Source: an optimization exercise on an open RTL-to-GDS flow (aim: small area). Production flows keep margins and buffers that such runs may drop.
At most, simulation tests tie the RTL to the original design; equivalence was not proved.
The clock port is modelled as an ideal driver, which makes a skipped or thinned clock tree look cheaper than it is; a real chip needs a root buffer or a tree.
Power is estimated from default activity; no workload was simulated.

before:
==> flow/design.v <==
module filter_median_top (
  input        clk, rst_n,
  input  [7:0] pixel,
  output [7:0] median
);
  reg  [7:0] s0;
  reg  [7:0] s1;
  reg  [7:0] s2;
  reg  [7:0] s3;
  reg  [7:0] s4;
  reg  [7:0] s5;
  reg  [7:0] s6;
  reg  [7:0] s7;
  reg  [7:0] s8;
  reg  [7:0] s9;
  reg  [3:0] s10;
  reg  [9:0] v;             
  always @(posedge clk) begin
    s0 <= pixel[7:0];
    s1 <= s0[7:0];
    s2 <= s1[7:0];
    s3 <= s2[7:0];
    s4 <= s3[7:0];
    s5 <= s4[7:0];
    s6 <= s5[7:0];
    s7 <= s6[7:0];
    s8 <= s7[7:0];
    s9 <= s8[7:0];
    s10 <= s9[3:0];
  end
  always @(posedge clk or negedge rst_n) begin
    if (!rst_n) v <= 10'd0;
    else        v <= {v[8:0], 1'b1};
  end
  function [18:0] level(input [8:0] x, input [8:0] hi, input [8:0] lo);
    reg [8:0] e;
    reg       m;
    begin
      e = hi | (x & ~lo);
      m = maj9(e);
      level = {m, hi | (e & {9{~m}}), lo | (~e & {9{m}})};
    end
  endfunction
  function maj9(input [8:0] t);
    reg [2:0] mx, md, mn;
    begin
      mx = {t[8] | t[7] | t[6], t[5] | t[4] | t[3], t[2] | t[1] | t[0]};
      md = {maj3(t[8], t[7], t[6]), maj3(t[5], t[4], t[3]), maj3(t[2], t[1], t[0])};
      mn = {t[8] & t[7] & t[6], t[5] & t[4] & t[3], t[2] & t[1] & t[0]};
      maj9 = maj3(&mx, maj3(md[2], md[1], md[0]), |mn);
    end
  endfunction
  function maj3(input a, input b, input c);
    maj3 = (a & b) | (a & c) | (b & c);
  endfunction
  wire [8:0] valid = v[9:1];
  wire [8:0] hi0_0 = 9'd0;
  wire [8:0] lo0_0 = ~valid;
  wire [8:0] x0_0 = {s9[7], s8[7], s7[7], s6[7], s5[7], s4[7], s3[7], s2[7], s1[7]};
  wire       m7;
  wire [8:0] hi0_1, lo0_1;
  assign {m7, hi0_1, lo0_1} = level(x0_0, hi0_0, lo0_0);
  wire [8:0] x0_1 = {s9[6], s8[6], s7[6], s6[6], s5[6], s4[6], s3[6], s2[6], s1[6]};
  wire       m6;
  wire [8:0] hi0_2, lo0_2;
  assign {m6, hi0_2, lo0_2} = level(x0_1, hi0_1, lo0_1);
  wire [8:0] x0_2 = {s9[5], s8[5], s7[5], s6[5], s5[5], s4[5], s3[5], s2[5], s1[5]};
  wire       m5;
  wire [8:0] hi0_3, lo0_3;
  assign {m5, hi0_3, lo0_3} = level(x0_2, hi0_2, lo0_2);
  wire [8:0] x0_3 = {s9[4], s8[4], s7[4], s6[4], s5[4], s4[4], s3[4], s2[4], s1[4]};
  wire       m4;
  wire [8:0] hi0_4, lo0_4;
  assign {m4, hi0_4, lo0_4} = level(x0_3, hi0_3, lo0_3);
  reg  [8:0] hi_q1, lo_q1;
  reg  [7:4] m_q1;
  always @(posedge clk) begin
    hi_q1 <= hi0_4;
    lo_q1 <= lo0_4;
    m_q1 <= {m7, m6, m5, m4};
  end
  wire [8:0] hi1_0 = hi_q1;
  wire [8:0] lo1_0 = lo_q1;
  wire [8:0] x1_0 = {s10[3], s9[3], s8[3], s7[3], s6[3], s5[3], s4[3], s3[3], s2[3]};
  wire       m3;
  wire [8:0] hi1_1, lo1_1;
  assign {m3, hi1_1, lo1_1} = level(x1_0, hi1_0, lo1_0);
  wire [8:0] x1_1 = {s10[2], s9[2], s8[2], s7[2], s6[2], s5[2], s4[2], s3[2], s2[2]};
  wire       m2;
  wire [8:0] hi1_2, lo1_2;
  assign {m2, hi1_2, lo1_2} = level(x1_1, hi1_1, lo1_1);
  wire [8:0] x1_2 = {s10[1], s9[1], s8[1], s7[1], s6[1], s5[1], s4[1], s3[1], s2[1]};
  wire       m1;
  wire [8:0] hi1_3, lo1_3;
  assign {m1, hi1_3, lo1_3} = level(x1_2, hi1_2, lo1_2);
  wire [8:0] x1_3 = {s10[0], s9[0], s8[0], s7[0], s6[0], s5[0], s4[0], s3[0], s2[0]};
  wire       m0;
  wire [8:0] hi1_4, lo1_4;
  assign {m0, hi1_4, lo1_4} = level(x1_3, hi1_3, lo1_3);
  reg  [7:0] med_q;
  always @(posedge clk or negedge rst_n) begin
    if (!rst_n) med_q <= 8'd0;
    else        med_q <= v[3] ? {m_q1, m3, m2, m1, m0} : 8'd0;
  end
  assign median = med_q;
endmodule
==> flow/config.mk <==
export PLATFORM = sky130hd
export DESIGN_NAME = filter_median_top
export DESIGN_NICKNAME = filter_median_top
export VERILOG_FILES = /design/flow/design.v
export SDC_FILE = /design/flow/constraint.sdc
export NUM_CORES = 4
export LEC_CHECK = 0
export CAP_MARGIN = 20
export CORE_MARGIN = 2
export CORE_UTILIZATION = 65
export PLACE_DENSITY = 0.75
export SLEW_MARGIN = 20
==> flow/constraint.sdc <==
create_clock -name core_clock -period 6.7 [get_ports {clk}]
set_input_delay 1.3400 -clock core_clock [delete_from_list [all_inputs] [get_ports {clk}]]
set_output_delay 1.3400 -clock core_clock [all_outputs]
set_load 0.01 [all_outputs]
standard.sh (not shown) runs the stock make flow with config.mk's settings and CLKGATE_MAP_FILE= SYNTH_SCRIPT=/design/flow/synth_recipe.tcl, a recipe that flattens the netlist after the stock synthesis.
==> flow/flow/run.sh <==
#!/bin/bash
# Layout flow: the standard ORFS flow with these changes:
#  - synthesis maps the logic with an area-oriented ABC script
#    (abc_area_map.script) instead of ORFS's, which buffers and upsizes for
#    speed; register inference, naming and flattening are unchanged;
#  - the port buffers are the smallest buffer (still one on every port);
#  - a small balanced clock tree made by hand (cts_manual.tcl) in place of
#    clock_tree_synthesis.
set -euo pipefail
HERE=$(pwd)
# synth.tcl with ABC's script replaced, right after the preamble sets it
sed "s|^source \$::env(SCRIPTS_DIR)/synth_preamble.tcl\$|&\nset abc_args [lreplace \$abc_args 1 1 $HERE/flow/abc_area_map.script]|" \
  "$FLOW_HOME/scripts/synth.tcl" > "$HERE/synth_area_map.tcl"
grep -q abc_area_map.script "$HERE/synth_area_map.tcl"
# The standard flow's synthesis script, sourcing that synth.tcl
sed "s|\$::env(SCRIPTS_DIR)/synth.tcl|$HERE/synth_area_map.tcl|" synth_recipe.tcl > "$HERE/synth_top.tcl"
grep -q synth_area_map.tcl "$HERE/synth_top.tcl"
export MANUAL_CTS_LEAF=${MANUAL_CTS_LEAF:-sky130_fd_sc_hd__clkbuf_8}
export MANUAL_CTS_ROOT=${MANUAL_CTS_ROOT:-sky130_fd_sc_hd__clkbuf_4}
export MANUAL_CTS_NX=${MANUAL_CTS_NX:-4}
export MANUAL_CTS_NY=${MANUAL_CTS_NY:-2}
bash standard.sh SYNTH_SCRIPT="$HERE/synth_top.tcl" \
  BUFFER_PORTS_ARGS="-buffer_cell sky130_fd_sc_hd__buf_1" \
  PRE_CTS_TCL="$HERE/flow/cts_manual.tcl" finish > "$HERE/flow_make.log" 2>&1
Other scripts of this flow, unchanged in this note and not shown: flow/flow/abc_area_map.script, flow/flow/cts_manual.tcl
Both conditions hold for before: the flow ran to the end and the final layout passed the timing, design-rule and antenna checks.
Input-level comparison between after and before:
# before
export LEC_CHECK = 0
export CAP_MARGIN = 20
export CORE_MARGIN = 2
export CORE_UTILIZATION = 65
export PLACE_DENSITY = 0.75
export SLEW_MARGIN = 20
create_clock -name core_clock -period 6.7 [get_ports {clk}]
# after
export LEC_CHECK = 0
export CAP_MARGIN = 20
export CORE_MARGIN = 2
export CORE_UTILIZATION = 55
export SLEW_MARGIN = 20
create_clock -name core_clock -period 6.7 [get_ports {clk}]
## What came out
- On after: wire length is about 0.7% higher than what before gave.
- Power in combinational cells: before and after compared, lower one is after
- Summary — post-CTS setup buffer count, after relative to before: higher, by 1.
- In after the critical path depth turned out 2.9% lower than in before.
- after gives more setup slack than before did.
- | global-route usage | lower: after |
No run of this note takes its clock network from TritonCTS; it comes from the design's own scripts or RTL.

* * *

// filter_median_top: RTL as listed in full above, without the edits since
Settings: LEC_CHECK=0, CAP_MARGIN=20, CORE_MARGIN=2, CORE_UTILIZATION=40, SLEW_MARGIN=20; clock period 6.7 ns.
Scripts as last shown in full above: flow/flow/run.sh
Other scripts of this flow, unchanged in this note and not shown: flow/flow/abc_area_map.script, flow/flow/cts_manual.tcl
==> next run, changes <==
- CAP_MARGIN: 20 -> 0
- GPL_TIMING_DRIVEN: default -> 0
- SLEW_MARGIN: 20 -> 0
Outcome:
- first-iteration DRC count decreases by a few percent
- area after synthesis stays the same
- maximum frequency decreases by a few percent
- total power increases by a few percent
- worst setup slack is worse by 0.16 ns
- sequential power hardly moves
==> next run, changes <==
- GPL_TIMING_DRIVEN: 0 -> default
=> Maximum frequency rises by 2.6%; first-iteration DRC count went up by 4.7%; hold slack loses 0.010 ns; worst setup slack gains 0.16 ns; clock power hardly moves.
No run of this note takes its clock network from TritonCTS; it comes from the design's own scripts or RTL.

* * *

filter_median_top, a different RTL version from the one above (not shown whole).
For scale: about 530 cells after synthesis, about 120 flip-flops, about 0.0046 sq mm of cells after synthesis.
// filter_median_top
module filter_median_top (
  input        clk, rst_n,
  input  [7:0] pixel,
  output [7:0] median
);
Settings: LEC_CHECK=0, CAP_MARGIN=20, CORE_MARGIN=2, CORE_UTILIZATION=40, SLEW_MARGIN=20; clock period 6.7 ns.
==> flow/flow/abc_area_map.script <==
strash
dch
amap -Q 0.05
topo
stime -c
Scripts as last shown in full above: flow/flow/run.sh
Other scripts of this flow, unchanged in this note and not shown: flow/flow/cts_manual.tcl
Rerun with:
==> flow/flow/abc_area_map.script (replaced) <==
strash
dch
amap
topo
stime -c
Effect: Worst setup slack gets better by 0.17 ns; maximum frequency increases by 2.8%; cell area decreases by about 7%; synthesized cell count increases by about 0.4%; sequential share of layout area increases by 3.3 points.
No run of this note takes its clock network from TritonCTS; it comes from the design's own scripts or RTL.

* * *

juniper:
filter_median_top, a different RTL version from the one above (not shown whole).
Size: about 18 I/O pins, about 5000 um^2 of cells after synthesis.
export LEC_CHECK = 0
export CAP_MARGIN = 20
export CORE_MARGIN = 2
export CORE_UTILIZATION = 40
export SLEW_MARGIN = 20
create_clock -name core_clock -period 6.7 [get_ports {clk}]
==> flow/flow/run.sh <==
#!/bin/bash
# Layout flow: the standard ORFS flow, except that synthesis maps the
# logic with an area-oriented ABC script (abc_area_map.script) instead of
# ORFS's, which buffers and upsizes for speed. Register inference, naming,
# flattening and everything after synthesis are unchanged.
set -euo pipefail
HERE=$(pwd)
# synth.tcl with ABC's script replaced, right after the preamble sets it
sed "s|^source \$::env(SCRIPTS_DIR)/synth_preamble.tcl\$|&\nset abc_args [lreplace \$abc_args 1 1 $HERE/flow/abc_area_map.script]|" \
  "$FLOW_HOME/scripts/synth.tcl" > "$HERE/synth_area_map.tcl"
grep -q abc_area_map.script "$HERE/synth_area_map.tcl"
# The standard flow's synthesis script, sourcing that synth.tcl
sed "s|\$::env(SCRIPTS_DIR)/synth.tcl|$HERE/synth_area_map.tcl|" synth_recipe.tcl > "$HERE/synth_top.tcl"
grep -q synth_area_map.tcl "$HERE/synth_top.tcl"
bash standard.sh SYNTH_SCRIPT="$HERE/synth_top.tcl" finish > "$HERE/flow_make.log" 2>&1
==> flow/flow/abc_area_map.script <==
strash
dch
amap
topo
stime -c
Both conditions hold for juniper: the flow ran to the end and the final layout passed the timing, design-rule and antenna checks.
Inputs modified between juniper and garnet:
==> flow/flow/run.sh <==
#!/bin/bash
# Layout flow: the standard ORFS flow with these changes:
#  - synthesis maps the logic with an area-oriented ABC script
#    (abc_area_map.script) instead of ORFS's, which buffers and upsizes for
#    speed; register inference, naming and flattening are unchanged;
#  - the port buffers are the smallest buffer (still one on every port);
#  - clock tree synthesis without dummy loads and with larger sink clusters.
set -euo pipefail
HERE=$(pwd)
# synth.tcl with ABC's script replaced, right after the preamble sets it
sed "s|^source \$::env(SCRIPTS_DIR)/synth_preamble.tcl\$|&\nset abc_args [lreplace \$abc_args 1 1 $HERE/flow/abc_area_map.script]|" \
  "$FLOW_HOME/scripts/synth.tcl" > "$HERE/synth_area_map.tcl"
grep -q abc_area_map.script "$HERE/synth_area_map.tcl"
# The standard flow's synthesis script, sourcing that synth.tcl
sed "s|\$::env(SCRIPTS_DIR)/synth.tcl|$HERE/synth_area_map.tcl|" synth_recipe.tcl > "$HERE/synth_top.tcl"
grep -q synth_area_map.tcl "$HERE/synth_top.tcl"
CTS="-sink_clustering_enable -repair_clock_nets -dont_use_dummy_load"
CTS="$CTS -sink_clustering_size ${CTS_SIZE:-30} -sink_clustering_max_diameter ${CTS_DIAM:-100}"
CTS="$CTS -buf_list {${CTS_BUFS:-sky130_fd_sc_hd__clkbuf_4 sky130_fd_sc_hd__clkbuf_8}}"
bash standard.sh SYNTH_SCRIPT="$HERE/synth_top.tcl" \
  BUFFER_PORTS_ARGS="-buffer_cell sky130_fd_sc_hd__buf_1" \
  CTS_ARGS="$CTS" finish > "$HERE/flow_make.log" 2>&1
Results
garnet did not stop at any stage, and its layout met the timing, design-rule and antenna checks. Power share of the clock group ends up higher on juniper. Summary: with juniper as the reference, routed length on met1 in garnet moved down by a few percent. Between juniper and garnet, number of iterations in the first detailed-routing pass is lower for juniper, garnet comes in above that. Compared garnet vs juniper, and final critical path time including I/O delays and setup is down in garnet. garnet ended up with a lower total power than juniper did. Final worst slack, juniper and garnet, higher one = garnet. Between juniper and garnet, the count of multi-input gates does not differ in any meaningful way. In garnet the cell-internal power turned out 15% lower than in juniper.
Input changes introduced in lagoon (baseline for comparison: garnet):
# garnet
export LEC_CHECK = 0
export CAP_MARGIN = 20
export CORE_MARGIN = 2
export CORE_UTILIZATION = 40
export SLEW_MARGIN = 20
create_clock -name core_clock -period 6.7 [get_ports {clk}]
# lagoon
export LEC_CHECK = 0
export CAP_MARGIN = 20
export CORE_MARGIN = 2
export CORE_UTILIZATION = 40
export CTS_BUF_LIST = sky130_fd_sc_hd__clkbuf_4 sky130_fd_sc_hd__clkbuf_8
export CTS_CLUSTER_DIAMETER = 100
export CTS_CLUSTER_SIZE = 40
export SLEW_MARGIN = 20
create_clock -name core_clock -period 6.7 [get_ports {clk}]
==> flow/flow/run.sh <==
#!/bin/bash
# Layout flow: the standard ORFS flow, except that synthesis maps the
# logic with an area-oriented ABC script (abc_area_map.script) instead of
# ORFS's, which buffers and upsizes for speed. Register inference, naming,
# flattening and everything after synthesis are unchanged.
set -euo pipefail
HERE=$(pwd)
# synth.tcl with ABC's script replaced, right after the preamble sets it
sed "s|^source \$::env(SCRIPTS_DIR)/synth_preamble.tcl\$|&\nset abc_args [lreplace \$abc_args 1 1 $HERE/flow/abc_area_map.script]|" \
  "$FLOW_HOME/scripts/synth.tcl" > "$HERE/synth_area_map.tcl"
grep -q abc_area_map.script "$HERE/synth_area_map.tcl"
# The standard flow's synthesis script, sourcing that synth.tcl
sed "s|\$::env(SCRIPTS_DIR)/synth.tcl|$HERE/synth_area_map.tcl|" synth_recipe.tcl > "$HERE/synth_top.tcl"
grep -q synth_area_map.tcl "$HERE/synth_top.tcl"
bash standard.sh SYNTH_SCRIPT="$HERE/synth_top.tcl" finish > "$HERE/flow_make.log" 2>&1
[summary]
- Diff garnet -> lagoon: layout buffering overhead excluding clock cells went up 1.8 points, setup slack went down 0.0055 ns, clock share of power went up 2.9 points, cell count went up 1.9%.
- Est. power | lagoon vs garnet | lagoon higher
- Between garnet and lagoon, the detailed-route wire length per cell does not differ in any meaningful way.
- Re sum of routed wire length over all layers: garnet and lagoon aren't equal, and the lower value belongs to garnet.
- Number of fillers in the final layout: lagoon lower than garnet
- garnet has lower detailed route wirelength on metal2 than lagoon.
- In lagoon, the length of the first detailed-routing pass in iterations came out 3 below the value in garnet.
- Looking at clock buffer instance count of the final layout, lagoon sits 3 above garnet.
Function was not checked in any run of this note: the RTL went through the layout flow alone.

[separate check: timing with driven ports]
In the flow no input, the clock included, has a driving cell. The finished layouts below were timed again as built, in two steps.
Step 1 (the two cells are an assumption about what drives the block):
set clk [get_ports {clk}]
set_driving_cell -lib_cell sky130_fd_sc_hd__clkbuf_16 $clk
set_driving_cell -lib_cell sky130_fd_sc_hd__buf_2 [delete_from_list [all_inputs] $clk]
Step 2 times the ports against the registers' clock, not the clock port: input delays grow and output delays shrink by t, the midpoint of the rising clock arrivals with the driver on.
a / b / c = ideal ports / drivers / drivers and shift; a / b = the first two.
run	t, ns	setup WS [ns]	worst data-port slew with drivers (ns)	pins driven straight from the clock port
before	0.473	0.328 / 0.328 / 0.328	0.03	1
after	0.479	0.506 / 0.506 / 0.506	0.03	1
the first run of note 2	0.493	0.633 / 0.633 / 0.633	0.03	1
the second run of note 2	0.487	0.474 / 0.474 / 0.474	0.03	1
the third run of note 2	0.493	0.633 / 0.633 / 0.633	0.03	1
the first run of note 3	0.485	0.411 / 0.411 / 0.411	0.03	1
the second run of note 3	0.483	0.585 / 0.585 / 0.585	0.03	1
juniper	0.449	0.736 / 0.736 / 0.736	0.03	1
garnet	0.459	0.768 / 0.768 / 0.768	0.03	1
lagoon	0.463	0.763 / 0.763 / 0.763	0.03	1
After both steps every run listed still meets setup and hold.
